This design comes from an exercise in tuning for a short achievable clock period and few clock cycles on the open sky130 flow, not from production work.
At most, simulation tests tie the RTL to the original design; equivalence was not proved.
No activity file was given, so power comes from the tool's default toggle rates.

## the reference run
==> flow/design.v (excerpt) <==
module microprocessor #(parameter N = 8, ROM_addressBits = 6, RF_addressBits = 3) (
  input  logic                           clk             ,
  input  logic                           rst_n           ,
  input  logic [ 3+2*(RF_addressBits):0] ROM_data        ,
  input  logic [                  N-1:0] SRAM_data       ,
  output logic                           overflowPC      ,
  output logic                           ROM_readEnable  ,
  output logic                           SRAM_readEnable ,
  output logic                           SRAM_writeEnable,
  output logic [    ROM_addressBits-1:0] ROM_address     ,
  output logic [(2**RF_addressBits)-1:0] SRAM_address    ,
  output logic [                  N-1:0] SRAM_data_in
);
Size: roughly 1900 cells after synthesis, about 440 flip-flops, roughly 46 I/O pins, ~0.021 mm² of cells after synthesis.
make LEC_CHECK=0 CAP_MARGIN=20 CORE_MARGIN=2 CORE_UTILIZATION=40 SETUP_SLACK_MARGIN=3.5 SLEW_MARGIN=20 finish   # period 6.0 ns
run.sh (not shown) runs the stock make flow with config.mk's settings and CLKGATE_MAP_FILE= SYNTH_SCRIPT=/design/flow/synth_recipe.tcl, a recipe that flattens the netlist after the stock synthesis.
--- input diff the reference run..the trial run ---
-- flow/design.v --
<<< the reference run, line 117
  logic [7:0] e_A, e_B;
  logic       e_cin;
  logic       e_cbr_np, e_cbr_p;   
  logic       e_cbr_l;           
  logic [2:0] e_csel;
  logic [5:0] e_tgt, e_pc, e_pc1;
  logic       e_toor;
  logic [7:0] e_wam;             
  logic       w_v;
  logic [2:0] w_dst;
>>> the trial run, line 117
  logic [7:0] e_A, e_B;
  logic       e_cin;
  logic       w_v;
  logic [2:0] w_dst;
<<< the reference run, line 146
    else                 Fn = F;
  end
  wire       e_cond  = |(e_csel & F);
  wire       e_cbr   = e_cbr_np | e_cbr_p | e_cbr_l;
  wire       e_redir = (e_cbr_np & e_cond & ~e_toor) | (e_cbr_p & ~e_cond);
  wire       e_halt  = e_cbr & (e_cond ? e_toor : e_cbr_l);
  wire       e_kill  = e_redir | e_halt;
  wire [5:0] e_rdt   = e_cond ? e_tgt : e_pc1;
  wire       ivld = iv & ~ov_reg & ~dead & ~e_kill;
  wire [3:0] op   = ir[9:6];
  wire [2:0] fa   = ir[5:3];
>>> the trial run, line 140
    else                 Fn = F;
  end
  wire       ivld = iv & ~ov_reg & ~dead;
  wire [3:0] op   = ir[9:6];
  wire [2:0] fa   = ir[5:3];
<<< the reference run, line 183
  wire [5:0] itgt  = tsum[5:0];
  wire       itoor = tsum[6];
  wire redirect = e_redir | (go & i_brn_np);
  wire [5:0] rd_tgt = e_redir ? e_rdt : itgt;
  wire d_halt   = go & (is_brn ? itoor : (~is_cbr & ~is_und & ilast));
  wire [9:0] s_ir   = stl ? kir   : ROM_data;
  wire [3:0] s_op   = s_ir[9:6];
>>> the trial run, line 171
  wire [5:0] itgt  = tsum[5:0];
  wire       itoor = tsum[6];
  wire cond = |(i_csel & Fn);
  wire c_tk     = is_cbr & cond;
  wire c_nt     = is_cbr & ~cond;
  wire redirect = go & (i_brn_np | (i_cbr_np & cond) | (i_cbr_p & ~cond));
  wire [5:0] rd_tgt = ipred ? ipc1 : itgt;
  wire d_halt   = go & ((is_brn | c_tk) ? itoor : (~is_und & ilast));
  wire [9:0] s_ir   = stl ? kir   : ROM_data;
  wire [3:0] s_op   = s_ir[9:6];
<<< the reference run, line 228
      stl_n = stall;
    end
    FAo_n = stl_n ? 6'd0 : FA_n;
  end
  always_ff @(posedge clk or negedge rst_n) begin
>>> the trial run, line 219
      stl_n = stall;
    end
    if (redirect)        FAo_n = rd_tgt;
    else                 FAo_n = stl ? FAo : fa_next;
  end
  always_ff @(posedge clk or negedge rst_n) begin
<<< the reference run, line 237
      ov_reg <= 0; dead <= 0;
      av <= 0; aptr <= 0; bv <= 0; bptr <= 0;
      e_v <= 0; e_cbr_np <= 0; e_cbr_p <= 0; e_cbr_l <= 0; w_v <= 0; hz <= 0; e_fl <= 0; e_clr <= 0;
      SRAM_readEnable <= 0; SRAM_writeEnable <= 0;
      F <= 0;
>>> the trial run, line 229
      ov_reg <= 0; dead <= 0;
      av <= 0; aptr <= 0; bv <= 0; bptr <= 0;
      e_v <= 0; w_v <= 0; hz <= 0; e_fl <= 0; e_clr <= 0;
      SRAM_readEnable <= 0; SRAM_writeEnable <= 0;
      F <= 0;
<<< the reference run, line 263
        i_cbr_p  <= s_cbr & s_pred & (s_pc != 6'd63);
      end
      if (d_halt | e_halt) ov_reg <= 1;
      if (go & is_und) dead <= 1;
      ta_v <= go & is_brn;
      tb_v <= go & is_brn & l_v & ~l_brn & (inc6(l_pc) == ipc);
      tc_v <= e_cbr_np & e_cond;
      tn_v <= e_cbr_p & ~e_cond;
      if (go) l_v <= 1;
      if ((ta_v | tc_v) & ~t_toor) begin
>>> the trial run, line 255
        i_cbr_p  <= s_cbr & s_pred & (s_pc != 6'd63);
      end
      if (d_halt) ov_reg <= 1;
      if (go & is_und) dead <= 1;
      ta_v <= go & is_brn;
      tb_v <= go & is_brn & l_v & ~l_brn & (inc6(l_pc) == ipc);
      tc_v <= go & c_tk & ~ipred;
      tn_v <= go & c_nt & ipred;
      if (go) l_v <= 1;
      if ((ta_v | tc_v) & ~t_toor) begin
<<< the reference run, line 278
      end
      e_v   <= go;
      e_cbr_np <= go & i_cbr_np;
      e_cbr_p  <= go & i_cbr_p;
      e_cbr_l  <= go & is_cbr & ilast & ~i_cbr_p;
      e_fl  <= go & (is_alu2 | is_not | is_mov);
      e_clr <= go & (is_br | ifold);
>>> the trial run, line 270
      end
      e_v   <= go;
      e_fl  <= go & (is_alu2 | is_not | is_mov);
      e_clr <= go & (is_br | ifold);
<<< the reference run, line 322
    SRAM_data_in <= vb;
    w_dst <= e_dst;
    t_i   <= e_redir ? e_pc : ipc;
    wa_m  <= e_redir ? e_wam : wa_mn;
    t_tgt <= e_redir ? e_tgt : itgt;
    t_toor <= e_redir ? e_toor : itoor;
    t_im1 <= i_pcm1;
    wb_m  <= wb_mn;
    e_csel <= i_csel;
    e_tgt  <= itgt;
    e_toor <= itoor;
    e_pc   <= ipc;
    e_pc1  <= ipc1;
    e_wam  <= wa_mn;
    if (go) begin
      l_pc  <= ipc;
>>> the trial run, line 311
    SRAM_data_in <= vb;
    w_dst <= e_dst;
    t_i   <= ipc;
    t_im1 <= i_pcm1;
    wa_m  <= wa_mn;
    wb_m  <= wb_mn;
    t_tgt <= itgt;
    t_toor <= itoor;
    if (go) begin
      l_pc  <= ipc;
### Flow results
Every stage of the flow completed for the trial run, and the final layout passed the timing, DRC and antenna checks.
When the final numbers for the reference run and the trial run were put side by side, the post-route minimum period turned out to be smaller in the reference run.
Compared to the reference run, the trial run has global-route wire length before repair 4800 µm lower.
The trial run ends up with a first-iteration DRC count that is 72 lower than in the reference run.
NOTE buffers inserted during post-CTS setup optimization the reference run->the trial run increased by more than half
Compared with the reference run, the trial run shows a higher fraction of the cycle the final worst path needs.
Looking at synthesized cell area, the trial run sits 4.9% lower than the reference run does.
Re simple-gate share of the synthesized area: the reference run and the trial run aren't equal, and the lower value belongs to the trial run.
The number of instances in the synthesized netlist number comes out higher for the reference run vs the trial run.
Relative to the reference run, sequential share of cell area has decreased by 1.0 points in the trial run.
The trial run vs the reference run — total power dropped 910 µW.
Between the trial run and the reference run, it is the trial run whose share of power burned in combinational logic is higher, by 2.2 points.
Number of signal-net buffers in the layout went up by a little under 10% going from the reference run to the trial run.
The trial run vs the reference run: growth of design area from synthesis to finish up in the trial run
The trial run vs. the reference run: internal power went down by about 9%.
No functional check of the RTL was part of any run of this note.

red:
Another version of the RTL of microprocessor (not shown whole).
For scale: about 1,600 cells after synthesis, roughly 380 flip-flops, roughly 46 I/O pins.
Settings: LEC_CHECK=0, CAP_MARGIN=20, CORE_MARGIN=2, CORE_UTILIZATION=40, SETUP_SLACK_MARGIN=3.5, SLEW_MARGIN=20; clock period 6.0 ns.
red was carried through to the last stage, and its layout satisfied the timing, DRC and antenna checks.
Testbench counts of red, summed over its fixed seeds: cycles 22,799.
The following lists how blue was set up differently from red:
diff --git a/flow/design.v b/flow/design.v
--- a/flow/design.v
+++ b/flow/design.v
@@ -95,23 +95,23 @@
   logic [7:0] i_oa, i_ob, i_om;  
   logic [2:0] i_sa, i_sm;        
   logic [2:0] bE, bW;            
   logic [5:0] i_pcm1;            
   logic [5:0] ipc1;              
   localparam int NA = 2, NB = 2;
   logic [NA-1:0] av;
   logic [5:0]    atag [NA];
   logic [5:0]    aT   [NA];
-  logic          aptr;          
+  logic [$clog2(NA)-1:0] aptr;
   logic [NB-1:0] bv;
   logic [5:0]    btag [NB];
   logic [5:0]    bT   [NB];
-  logic          bptr;          
+  logic [$clog2(NB)-1:0] bptr;
   logic       ta_v, tb_v, tc_v, tn_v;
   logic [5:0] t_i, t_im1, t_tgt;
   logic       t_toor;
   logic       l_v;               
   logic [5:0] l_pc1;             
   logic       l_brn;             
   logic       e_v;
   logic       e_wr;              
   logic       e_fl;              
--- outcome ---
For blue and red, there was not a single run that failed to finish clean.
Between red and blue, the part of the power in the clock network does not differ in any meaningful way.
Comparing blue against red, there is no change at all in number of CTS-inserted buffers.
red → blue: post-layout instance area shows no meaningful change, non-clock buffer count in the final layout shows no meaningful change.
The part of the Yosys area used for sequential elements of red and that of blue are within noise of each other.
red -> blue: final cell count delta 0, exact match
Reported for blue and red, cell count after synthesis turned out identical to the last digit.
No functional check of the RTL was part of blue.

Another version of the RTL of microprocessor (not shown whole).
For scale: about 1600 cells after synthesis, roughly 350 flip-flops, ~46 I/O pins.
Settings: LEC_CHECK=0, CAP_MARGIN=20, CORE_MARGIN=2, CORE_UTILIZATION=40, SETUP_SLACK_MARGIN=3.5, SLEW_MARGIN=20; clock period 6.0 ns.
The first run completed with no timing, DRC or antenna violations.
Next try:
--- a/flow/design.v
+++ b/flow/design.v
@@ -86,57 +86,57 @@
   logic       i_brn_np;          
   logic       i_cbr_np;          
   logic       i_cbr_p;           
   logic [2:0] i_csel;            
   logic       ilast;             
   logic [3:0] i_hp [5];          
   logic [3:0] i_hm [5];          
   logic [2:0] i_sa, i_sm;        
   logic [2:0] bE, bW;            
   logic [5:0] i_pcm1;            
   logic [5:0] ipc1;              
-  localparam int NA = 2, NB = 2;
+  localparam int NA = 8, NB = 4;
   logic [NA-1:0] av;
   logic [5:0]    atag [NA];
   logic [5:0]    aT   [NA];
-  logic [$clog2(NA)-1:0] aptr;
+  logic [2:0]    aptr;
   logic [NB-1:0] bv;
   logic [5:0]    btag [NB];
   logic [5:0]    bT   [NB];
-  logic [$clog2(NB)-1:0] bptr;
+  logic [1:0]    bptr;
   logic       ta_v, tb_v, tc_v, tn_v;
   logic [5:0] t_i, t_im1, t_tgt;
   logic       t_toor;
   logic       l_v;               
   logic [5:0] l_pc1;             
   logic       l_brn;             
   logic       e_v;
   logic       e_wr;              
   logic       e_fl;              
   logic       e_clr;             
   logic       e_ld;              
   logic [2:0] e_dst;
   logic       e_cen;             
   logic       e_and, e_or;       
   logic [7:0] e_A, e_B;
   logic       e_cin;
   logic       e_cbr_np, e_cbr_p;   
   logic       e_cbr_l;           
   logic [2:0] e_csel;
   logic [5:0] e_tgt, e_pc, e_pc1, e_pcm1;
   logic       e_isbrn, e_tbv;    
-  logic [NB-1:0] e_wbm;
+  logic [3:0] e_wbm;
   logic       e_toor;
   logic       e_cond;            
   logic       e_brn_oor;         
-  logic [NA-1:0] e_wam;          
+  logic [7:0] e_wam;             
   logic       w_v;
   logic [2:0] w_dst;
   logic [7:0] e_g, e_t, e_G, e_T, e_c, e_k, sum, e_res;
   logic       e_cout, e_ovf, e_z;
   always_comb begin
     e_g   = e_A & e_B;
     e_t   = e_A | e_B;
     {e_G, e_T} = prefix8(e_g, e_t);
     e_c   = {(e_G[6:0] & {7{e_cen}}) | (e_T[6:0] & {7{e_cin}}), e_cin} |
             (e_g & {8{e_or}}) | (e_t & {8{e_and}});
     sum   = (e_A ^ e_c) ^ e_B;
@@ -277,27 +277,27 @@
       end
       if (d_halt | e_halt) ov_reg <= 1;
       if (go & is_und) dead <= 1;
       e_isbrn <= go & is_brn;
       e_tbv   <= go & is_brn & l_v & ~l_brn & (l_pc1 == ipc);
       ta_v <= e_isbrn;
       tb_v <= e_tbv;
       tc_v <= e_cbr_np & e_cond;
       tn_v <= e_cbr_p & ~e_cond;
       if (go) l_v <= 1;
       if ((ta_v | tc_v) & ~t_toor) begin
-        if (wa_m == 0) begin av[aptr] <= 1'b1; aptr <= aptr + 1'b1; end
+        if (wa_m == 0) begin av[aptr] <= 1'b1; aptr <= aptr + 3'd1; end
       end
       if (tn_v) av <= av & ~wa_m;
       if (tb_v & ~t_toor) begin
-        if (wb_m == 0) begin bv[bptr] <= 1'b1; bptr <= bptr + 1'b1; end
+        if (wb_m == 0) begin bv[bptr] <= 1'b1; bptr <= bptr + 2'd1; end
       end
       e_v   <= go;
       e_cbr_np <= go & i_cbr_np;
       e_cbr_p  <= go & i_cbr_p;
       e_cbr_l  <= go & is_cbr & ilast & ~i_cbr_p;
       e_brn_oor <= go & is_brn & itoor;
       e_fl  <= go & (is_alu2 | is_not | is_mov);
       e_clr <= go & (is_br | ifold);
       w_v <= e_v & e_ld;
       hz  <= hz_n;
       SRAM_readEnable  <= go & is_ld;
Critical path depth does not change.
Sequential power rises by 31%.
Worst setup slack improved by 0.11 ns.
Area after synthesis goes up by 34%.
Cell count grows by about 30%.
Worst hold slack hardly moves.
Cell area rose by 33%.
Function was not checked in any run of this note: the RTL went through the layout flow alone.

microprocessor, a different RTL version from the one above (not shown whole).
Size in the first run: about 1,700 cells after synthesis, roughly 46 I/O pins, ~18,000 um^2 of cells after synthesis.
==> flow/design.v (excerpt) <==
module microprocessor #(parameter N = 8, ROM_addressBits = 6, RF_addressBits = 3) (
  input  logic                           clk             ,
  input  logic                           rst_n           ,
  input  logic [ 3+2*(RF_addressBits):0] ROM_data        ,
  input  logic [                  N-1:0] SRAM_data       ,
  output logic                           overflowPC      ,
  output logic                           ROM_readEnable  ,
  output logic                           SRAM_readEnable ,
  output logic                           SRAM_writeEnable,
  output logic [    ROM_addressBits-1:0] ROM_address     ,
  output logic [(2**RF_addressBits)-1:0] SRAM_address    ,
  output logic [                  N-1:0] SRAM_data_in
);
parameter ADD     = 4'b0000;
parameter SUB     = 4'b0001;
parameter AND     = 4'b0010;
parameter OR      = 4'b0011;
parameter XOR     = 4'b0100;
parameter NOT     = 4'b0101;
parameter MOV     = 4'b0110;
parameter NOP     = 4'b0111;
parameter LOAD    = 4'b1000;
parameter STORE   = 4'b1001;
parameter LOAD_IM = 4'b1010;
parameter BRN_Z   = 4'b1011;
parameter BRN_N   = 4'b1100;
  ...
export LEC_CHECK = 0
export CAP_MARGIN = 20
export CORE_MARGIN = 2
export CORE_UTILIZATION = 40
export SETUP_SLACK_MARGIN = 4.0
export SLEW_MARGIN = 20
create_clock -name core_clock -period 6.0 [get_ports {clk}]
standard.sh (not shown) runs the stock make flow with config.mk's settings and CLKGATE_MAP_FILE= SYNTH_SCRIPT=/design/flow/synth_recipe.tcl, a recipe that flattens the netlist after the stock synthesis.
==> flow/flow/run.sh <==
#!/bin/bash
# The standard layout (standard.sh), with one change: the input and output
# port buffers that global placement inserts are sky130_fd_sc_hd__buf_4
# cells instead of the clkdlybuf4s50_1 delay cells buffer_ports picks by
# default, and timing repair may resize cells across footprints.  Synthesis is the standard one, run unchanged.
set -euo pipefail
cd "$(dirname "$0")/.."
bash standard.sh synth > synth.log 2>&1
sed 's|CLKGATE_MAP_FILE= |CLKGATE_MAP_FILE= MATCH_CELL_FOOTPRINT=0 "BUFFER_PORTS_ARGS=-buffer_cell sky130_fd_sc_hd__buf_4" |' standard.sh > layout.sh
bash layout.sh > layout.log 2>&1
Then changed:
--- a/flow/design.v
+++ b/flow/design.v
@@ -216,25 +216,12 @@
   wire [2:0] s_sm   = (s_op == STORE) ? s_ir[5:3] : s_ir[2:0];
   wire [7:0] s_lo   = add8({5'd0, s_pc[2:0]}, {5'd0, s_ir[2:0] ^ {3{s_ir[5]}}}, s_ir[5]);
   wire       hz_n   = go & is_ld & s_v & ((s_usea & (s_sa == fa)) | (s_useb & (s_ir[2:0] == fa)));
   wire       s_v    = stl ? kv    : rv;
   wire [5:0] s_pc   = stl ? kpc   : rpc;
   wire       s_pred = stl ? kpred : rpred;
-  wire       s_brn  = s_v & (s_op == BRN) & ~s_pred;
-  wire       r_redir = s_brn & ~stall;
-  wire       r_st   = s_lo[3] ^ s_ir[5];
-  wire [2:0] r_j0   = {1'b0, s_ir[4:3]};
-  wire [2:0] r_j1   = {1'b0, s_ir[4:3]} + 3'd1;
-  logic [2:0] r_hi;
-  always_comb begin
-    r_hi = 3'd0;
-    for (int j = 0; j < 5; j++)
-      if ((r_st ? r_j1 : r_j0) == j)
-        r_hi = s_ir[5] ? s_pc[5:3] - 3'(j) : s_pc[5:3] + 3'(j);
-  end
-  wire [5:0] r_tgt  = {r_hi, s_lo[2:0]};
   wire       s_fold = stl ? kfold : rfold;
   assign ROM_address    = FAo;
   assign ROM_readEnable = re;
   assign overflowPC     = ov_reg;
   logic       f_hita, f_hitb;
   logic [5:0] f_ta, f_tb;
@@ -254,13 +241,12 @@
     for (int i = 0; i < NB; i++) wb_mn[i] = bv[i] && btag[i] == i_pcm1;
   end
   logic [5:0] FA_n, FAo_n;
   logic       stl_n;
   always_comb begin
     if (redirect)        begin FA_n = rd_tgt;     stl_n = 0; end
-    else if (r_redir)    begin FA_n = r_tgt;      stl_n = 0; end
     else begin
       FA_n  = stl ? FA : fa_next;
       stl_n = stall;
     end
     FAo_n = stl_n ? 6'd0 : FA_n;
   end
@@ -281,25 +267,22 @@
       re  <= ~stl_n;
       if (!stl) rpred <= f_hita;
       if (stall) begin
         kv    <= rv;
         kpred <= rpred;
       end else
-        ipred <= s_pred | s_brn;
+        ipred <= s_pred;
       if (redirect) begin
         rv  <= 0;
         iv  <= 0;
-      end else if (r_redir) begin
-        rv  <= 0;
-        iv  <= 1;
       end else begin
         if (!stl)   rv <= 1'b1;
         if (!stall) iv <= s_v;
       end
       if (!stall) begin
-        i_brn_np <= (s_ir[9:6] == BRN) & ~s_pred & ~s_v;
+        i_brn_np <= (s_ir[9:6] == BRN) & ~s_pred;
         i_cbr_np <= s_cbr & ~s_pred;
         i_cbr_p  <= s_cbr & s_pred & (s_pc != 6'd63);
       end
       if (d_halt | e_halt) ov_reg <= 1;
       if (go & is_und) dead <= 1;
       e_isbrn <= go & is_brn;
Effect: Total power is lower by about 2%; combinational power is lower by about 7%; setup slack is better by 0.40 ns; non-clock buffer count is lower by 6; die area is lower by 4.3%; clock power is lower by about 2%; first-iteration DRC count is higher by 12%; clock-buffer cell count is higher by 14; design area is lower by about 5%.
Testbench counts after the change, summed over its fixed seeds: cycles 22,799.
Function not checked in the first run of this note: the RTL went through the layout flow alone.

[afterwards: timing with drivers on the ports]
The flow's constraints put no driver on any port. The routed layouts listed below were extracted and timed again, unchanged, in two steps. Step 1: set_driving_cell puts a clkbuf_16 on clk and a buf_2 on each other input, an assumption about the parent block. Step 2 also shifts input and output timing later by t, the mid clock arrival at the registers, as if the neighbouring blocks saw the same clock. a / b / c = ideal / step 1 / step 2; a / b = the first two.
run | t (ns) | slack for setup (ns) | latest minus earliest clock arrival (ns) | slew at the worst register clock pin (ns) | pins driven straight from the clock port
the reference run | 0.653 | 3.261 / 3.261 / 2.920 | 0.044 / 0.044 | 0.07 / 0.07 | 1
the trial run | 0.639 | 3.158 / 3.158 / 2.889 | 0.026 / 0.027 | 0.07 / 0.07 | 1
red | 0.619 | 3.542 / 3.494 / 2.948 | 0.020 / 0.020 | 0.07 / 0.07 | 1
blue | 0.619 | 3.542 / 3.494 / 2.948 | 0.020 / 0.020 | 0.07 / 0.07 | 1
the first run of note 3 | 0.599 | 3.286 / 3.286 / 2.892 | 0.026 / 0.025 | 0.07 / 0.07 | 1
the second run of note 3 | 0.659 | 3.396 / 3.396 / 2.936 | 0.033 / 0.033 | 0.07 / 0.07 | 1
the first run of note 4 | 0.636 | 3.217 / 3.252 / 2.616 | 0.020 / 0.020 | 0.07 / 0.07 | 1
the second run of note 4 | 0.623 | 3.616 / 3.562 / 3.166 | 0.014 / 0.013 | 0.07 / 0.07 | 1
After both steps setup and hold are still met in every run listed. For the first run of note 4, which loses most, drivers alone change the setup slack by +0.035 ns; drivers and shift together by -0.601 ns.
